This design comes from an exercise in tuning for small area on the open sky130 flow, not from production work.
The RTL was checked by simulation tests, not by an equivalence proof against the original design.
The clock port is modelled as an ideal driver, which makes a skipped or thinned clock tree look cheaper than it is; a real chip needs a root buffer or a tree.
Power and IR drop assume default switching activity.

## job 101
==> flow/design.v (excerpt) <==
module attitude_estimation(
    input clk,
    input reset,
    output SCLK,
    output MOSI,
    input  MISO_G,
    output SS_G,
    input  MISO_A,
    output SS_A,
    output [15:0] gyro_x,
    output [15:0] gyro_y,
    output [15:0] accl_x,
    output [15:0] accl_y,
    output [15:0] accl_z
    );
clock: 16.0 ns
lec_check: 0
cap_margin: 20
core_margin: 2
core_utilization: 70
cts_buf_list: sky130_fd_sc_hd__clkbuf_8
place_density: 0.8
slew_margin: 20
standard.sh (not shown) runs the stock make flow with config.mk's settings and CLKGATE_MAP_FILE= SYNTH_SCRIPT=/design/flow/synth_recipe.tcl, a recipe that flattens the netlist after the stock synthesis.
==> flow/flow/run.sh <==
#!/bin/bash
# Standard layout, except: port buffers use the smallest buffer cell, and
# the clock tree is a single level of leaf buffers (flow/cts_hook.tcl).
set -euo pipefail
export BUFFER_PORTS_ARGS="-buffer_cell sky130_fd_sc_hd__buf_1"
export PRE_CTS_TCL="$PWD/flow/cts_hook.tcl"
export LEAF_COUNT=9
export ROOT_CELL=sky130_fd_sc_hd__clkbuf_8
export LEAF_CELL=sky130_fd_sc_hd__clkbuf_8
export POST_CTS_TCL="$PWD/flow/post_cts.tcl"
bash standard.sh finish > standard_finish.log 2>&1
==> flow/flow/cts_hook.tcl <==
# Clock tree: instead of TritonCTS's H-tree, the clock port drives a few
# leaf clock buffers directly, each feeding one cluster of nearby
# flip-flops (recursive median bisection of the placed flip-flop positions).
set ::leaf_count [expr {[info exists ::env(LEAF_COUNT)] ? $::env(LEAF_COUNT) : 4}]
set ::leaf_cell [expr {[info exists ::env(LEAF_CELL)] ? $::env(LEAF_CELL) : "sky130_fd_sc_hd__clkbuf_8"}]
set ::root_cell [expr {[info exists ::env(ROOT_CELL)] ? $::env(ROOT_CELL) : ""}]

rename clock_tree_synthesis orfs_clock_tree_synthesis
proc clock_tree_synthesis {args} {
  set block [ord::get_db_block]
  set net [$block findNet clk]
  set its {}
  set xs {}
  set ys {}
  foreach it [$net getITerms] {
    set inst [$it getInst]
    set bb [$inst getBBox]
    lappend its $it
    lappend xs [expr {([$bb xMin] + [$bb xMax]) / 2.0}]
    lappend ys [expr {([$bb yMin] + [$bb yMax]) / 2.0}]
  }
  set n [llength $its]
  set k $::leaf_count
  # balanced clusters: split a group that is to hold kk clusters at the
  # matching quantile of the longer side of its bounding box, recursively
  set todo [list [list [lsearch -all [lrepeat $n 1] 1] $k]]
  set groups {}
  while {[llength $todo] > 0} {
    lassign [lindex $todo 0] grp kk
    set todo [lrange $todo 1 end]
    if {$kk == 1} { lappend groups $grp; continue }
    set gx [lmap i $grp {lindex $xs $i}]
    set gy [lmap i $grp {lindex $ys $i}]
    set w [expr {[tcl::mathfunc::max {*}$gx] - [tcl::mathfunc::min {*}$gx]}]
    set h [expr {[tcl::mathfunc::max {*}$gy] - [tcl::mathfunc::min {*}$gy]}]
    if {$w >= $h} { set key $gx } else { set key $gy }
    set srt [lsort -real -indices $key]
    set k1 [expr {$kk / 2}]
    set cut [expr {([llength $grp] * $k1 + $kk / 2) / $kk}]
    lappend todo [list [lmap j [lrange $srt 0 [expr {$cut - 1}]] {lindex $grp $j}] $k1]
    lappend todo [list [lmap j [lrange $srt $cut end] {lindex $grp $j}] [expr {$kk - $k1}]]
  }
  set asg [lrepeat $n 0]
  set cx {}
  set cy {}
  for {set c 0} {$c < $k} {incr c} {
    set sx 0.0; set sy 0.0
    foreach i [lindex $groups $c] {
      lset asg $i $c
      set sx [expr {$sx + [lindex $xs $i]}]
      set sy [expr {$sy + [lindex $ys $i]}]
    }
    set m [llength [lindex $groups $c]]
    lappend cx [expr {$sx / $m}]
    lappend cy [expr {$sy / $m}]
  }
  set master [[ord::get_db] findMaster $::leaf_cell]
  set src $net
  if {$::root_cell ne ""} {
    # one root buffer, at the mean of the cluster centres, between the
    # clock port and the leaf buffers
    set rb [odb::dbInst_create $block [[ord::get_db] findMaster $::root_cell] "clkroot"]
    set src [odb::dbNet_create $block "clknet_root"]
    $src setSigType CLOCK
    [$rb findITerm A] connect $net
    [$rb findITerm X] connect $src
    set sx 0.0; set sy 0.0
    for {set c 0} {$c < $k} {incr c} {
      set sx [expr {$sx + [lindex $cx $c]}]
      set sy [expr {$sy + [lindex $cy $c]}]
    }
    $rb setLocation [expr {int($sx / $k)}] [expr {int($sy / $k)}]
    $rb setPlacementStatus PLACED
  }
  for {set c 0} {$c < $k} {incr c} {
    set b [odb::dbInst_create $block $master "clkleaf_$c"]
    set ln [odb::dbNet_create $block "clknet_leaf_$c"]
    $ln setSigType CLOCK
    [$b findITerm A] connect $src
    [$b findITerm X] connect $ln
    set m 0
    for {set i 0} {$i < $n} {incr i} {
      if {[lindex $asg $i] == $c} {
        set it [lindex $its $i]
        $it disconnect
        $it connect $ln
        incr m
      }
    }
    $b setLocation [expr {int([lindex $cx $c])}] [expr {int([lindex $cy $c])}]
    $b setPlacementStatus PLACED
    puts "clock leaf $c: $m sinks at [lindex $cx $c] [lindex $cy $c]"
  }
  set_propagated_clock [all_clocks]
}
==> flow/flow/post_cts.tcl <==
# Area recovery: with several ns of slack, size cells down where timing allows.
repair_timing -recover_power 100
detailed_placement
check_placement -verbose
Job 101 has completed all stages; timing, DRC and antenna checks passed.
Input-level comparison between job 102 and job 101:
-- flow/flow/run.sh --
<<< job 101, line 7
export LEAF_COUNT=9
>>> job 102, line 7
export LEAF_COUNT=10
<<< job 101, line 10
export POST_CTS_TCL="$PWD/flow/post_cts.tcl"
>>> job 102, line 10
removed: flow/flow/post_cts.tcl
## What came out
- In terms of area after synthesis, job 102 and job 101 differ only marginally.
- The worst hold slack of job 101 and that of job 102 are within noise of each other.
- Taking job 101 as the reference, in job 102 met2 wirelength from detailed routing +about 3%, detailed-route wire length +about 0.45%, total power after layout +1.0%, fmax +about 0.5%.
- Job 102: PASS, flow complete, no timing, DRC or antenna violations
- Job 102 leaves more setup margin than job 101.
- Job 102 vs. job 101: register share of total power went down by 0.7 points.
- [compare] base=job 101 new=job 102: highest ir drop seen on vdd went down; static power due to leakage did not really move.
In every run of this note, the design's own scripts or RTL, not TritonCTS, make the clock network.

separate check: timing with driven ports:
How much do the figures lean on ideal ports? The routed layouts below were timed once more, with nothing changed but the port constraints. Step 1: set_driving_cell puts a clkbuf_16 on clk and a buf_2 on each other input, an assumption about the parent block. Step 2 also shifts input and output timing later by t, the mid clock arrival at the registers, as if the neighbouring blocks saw the same clock. Slacks: ideal ports / drivers / drivers and shift; pairs: ideal ports / drivers.
run | shift t [ns] | setup slack, ns | worst setup path at the end | slew at the worst register clock pin (ns) | pins driven straight from the clock port
job 101 | 0.432 | 3.542 / 3.542 / 3.542 | register to register | 0.12 / 0.12 | 1
job 102 | 0.438 | 3.607 / 3.607 / 3.607 | register to register | 0.11 / 0.11 | 1
After both steps every run listed still meets setup and hold.
